What follows belongs to an exercise in optimizing a design on an open flow for a short achievable clock period and few clock cycles; a production flow would make more cautious choices.
Power figures rest on the tool's default switching activity, not on a simulated workload.

== T ==
// MCU
module MCU(clk,reset,imem_addr,imem_data,dmem_addr,dmem_we,dmem_wdata,dmem_rdata,
           in_data,out_we,out_addr,out_data);
input clk,reset;
output [7:0] imem_addr;
input [16:0] imem_data;
output [7:0] dmem_addr;
output dmem_we;
output [7:0] dmem_wdata;
input [7:0] dmem_rdata;
input [7:0] in_data;
output out_we;
output [7:0] out_addr, out_data;
localparam [4:0] OP_ADD = 5'b00001, OP_ANI = 5'b00010, OP_ADI = 5'b00011,
                 OP_SUB = 5'b00100, OP_SLT = 5'b00101, OP_NOT = 5'b00110,
                 OP_LD  = 5'b00111, OP_ST  = 5'b01000, OP_MOV = 5'b01001,
                 OP_JMP = 5'b01010, OP_JMR = 5'b01011, OP_JML = 5'b01100,
                 OP_ORI = 5'b01101, OP_XOR = 5'b01110, OP_SHL = 5'b01111,
                 OP_SHR = 5'b10001, OP_BZ  = 5'b10010, OP_BNZ = 5'b10011,
                 OP_IN  = 5'b10100, OP_OUT = 5'b10101;
reg [7:0]  pc_f;         
reg [7:0]  pc_o;         
reg        kill_f;       
reg [16:0] ir_d;         
reg [7:0]  pc1_d;        
reg        kill_d;       
reg [7:0]  a_ex, b_ex;   
reg [7:0]  a2_ex, b2_ex;   
reg [7:0]  q_addr;       
reg [7:0]  q_wdata;      
reg [2:0]  sh_ex;
reg [7:0]  mskl_ex, mskr_ex;   
reg [2:0]  da_ex;
reg        rw_ex, mw_ex, out_ex;
reg        add_ex, sub_ex, slt_ex, and_ex, or_ex, xor_ex, not_ex, mov_ex,
           shl_ex, shr_ex, ld_ex, in_ex;
reg        bz_ex, bnz_ex, jr_ex, jpc_ex;
reg        pend_ex;      
reg [7:0]  t_ex;         
reg [7:0]  t1_ex;        
reg        az_ex;        
reg        fc_v;         
reg [7:0]  fc_key;       
reg [7:0]  fc_s;         
reg [7:0]  fc_t;         
reg [7:0]  fc_x3;        
reg [2:0]  fc_r;         
reg        fc_pol;       
reg        fold_f;       
reg        fold_v;       
reg        fv_pred;      
reg        pf_en;        
reg [7:0]  pf_key, pf_s, pf_t, pf_x3;
reg [2:0]  pf_r;
reg        pf_pol;
reg        fw_a_r, fw_e_r, fslowa_r, fslowe_r, frfz_r;
reg        fwd_a_r, fwd_b_r;
reg [7:0]  pa, pb, pt;
reg        pz_a;         
reg        pone_a;       
reg [7:0]  rf [1:7];
reg        rfz [1:7];    
wire [7:0] alu_ex;       
wire [7:0] res_ex;       
wire       zr_ex, zall_ex;
  ...
Size: ~1,700 cells after synthesis, about 77 I/O pins, roughly 0.018 mm² of cells after synthesis.
Settings: LEC_CHECK=0, ABC_CLOCK_PERIOD_IN_PS=2000, CAP_MARGIN=20, CORE_MARGIN=2, CORE_UTILIZATION=40, SLEW_MARGIN=20, SYNTH_HIERARCHICAL=1, TNS_END_PERCENT=100; clock period 8.0 ns.
standard.sh (not shown) runs the stock make flow with config.mk's settings and CLKGATE_MAP_FILE= SYNTH_SCRIPT=/design/flow/synth_recipe.tcl, a recipe that flattens the netlist after the stock synthesis.
==> flow/flow/run.sh <==
#!/bin/bash
set -euo pipefail
bash standard.sh SETUP_SLACK_MARGIN=5.5 MATCH_CELL_FOOTPRINT=0 \
  "BUFFER_PORTS_ARGS=-buffer_cell sky130_fd_sc_hd__buf_4" finish > standard_flow.log 2>&1
Setup changes, T to R
-- flow/design.v --
<<< T, line 328
wire e2 = (dv & fwd_a & ~defer & d_bz) | (fexe & ~fc_pol);
wire e3 = (dv & fwd_a & ~defer & d_bnz) | (fexe & fc_pol);
wire [7:0] t = unfold ? fc_s - 8'd2
             : fold_v ? (fv_pred ? fc_x3 : fc_t)
             : fold_f ? fc_t
             : recover ? (d_isbr ? t1_ex : t_ex)
             : take_ex ? (jr_ex ? a2_ex : t_ex)
             : (dv & d_jmr) ? rf_a
             : t_rel;
wire [4:0] fop = imem_data[16:12];
wire n_add = (fop == OP_ADD) | (fop == OP_ADI);
>>> R, line 328
wire e2 = (dv & fwd_a & ~defer & d_bz) | (fexe & ~fc_pol);
wire e3 = (dv & fwd_a & ~defer & d_bnz) | (fexe & fc_pol);
wire ts1 = unfold;                                    
wire ts2 = fold_v & fv_pred;                          
wire ts3 = (fold_v & ~fv_pred) | (fold_f & ~unfold);  
wire ts4 = recover & d_isbr;
wire ts5 = (recover & ~d_isbr) | (take_ex & ~jr_ex);
wire ts6 = take_ex & jr_ex;
wire ts7 = dv & d_jmr;
wire ts8 = ~(ts1 | ts2 | ts3 | ts4 | ts5 | ts6 | ts7);
wire [7:0] t = ({8{ts1}} & (fc_s - 8'd2)) | ({8{ts2}} & fc_x3) | ({8{ts3}} & fc_t)
             | ({8{ts4}} & t1_ex) | ({8{ts5}} & t_ex) | ({8{ts6}} & a2_ex)
             | ({8{ts7}} & rf_a) | ({8{ts8}} & t_rel);
wire [4:0] fop = imem_data[16:12];
wire n_add = (fop == OP_ADD) | (fop == OP_ADI);
Results
Between R and T, required time reported for the critical path endpoint is higher for R, T comes in under that. Compared with T, R shows a total of clock buffers placed in the layout that is 2 lower. Diff T -> R: global-route wire length before repair dropped 1.5%; final wirelength climbed 240 µm; overall power after layout dropped about 0.8%. Fraction of final layout cells with drive strength greater than 1 (higher): R. The instance count after placement with tap cells included in R was lower than what T gave. Relative to T, the placed cell area of R is lower by 320 µm². Number of placement rows: R vs T down 1. Shortest period the worst path allows: R vs T down 0.025 ns. | design area | lower: R |. R ended up with a lower part of the total power dissipated in combinational logic than T did. Re post-detailed-route wirelength per cell: R is about 2.4% up on T. | cell-internal power | R vs T | better |.
No functional check of the RTL was part of any run of this note.

## re-timing with driven ports
The flow's constraints put no driver on any port. The routed layouts listed below were extracted and timed again, unchanged, in two steps. Step 1 assumes that a clkbuf_16 drives the clock port and a buf_2 every other input. Step 2 adds t to the input delays and takes it off the output delays; t is the mean of the earliest and latest rising clock arrival at the registers after step 1. Input paths then give back, and output paths get back, about the clock's delay inside the block. a / b / c = no drivers / after step 1 / after step 2; a / b = the first two.
run | shift t [ns] | slack for setup (ns) | hold WS [ns] | latest minus earliest clock arrival (ns) | worst register clock-pin slew, ns
T | 0.607 | 4.959 / 4.959 / 4.882 | 0.340 / 0.340 / 0.340 | 0.041 / 0.041 | 0.06 / 0.06
R | 0.611 | 4.983 / 4.983 / 4.755 | 0.336 / 0.336 / 0.336 | 0.035 / 0.035 | 0.07 / 0.07
After both steps every run listed still meets setup and hold. For R, which loses most, drivers alone change the setup slack by 0.000 ns; drivers and shift together by -0.228 ns.
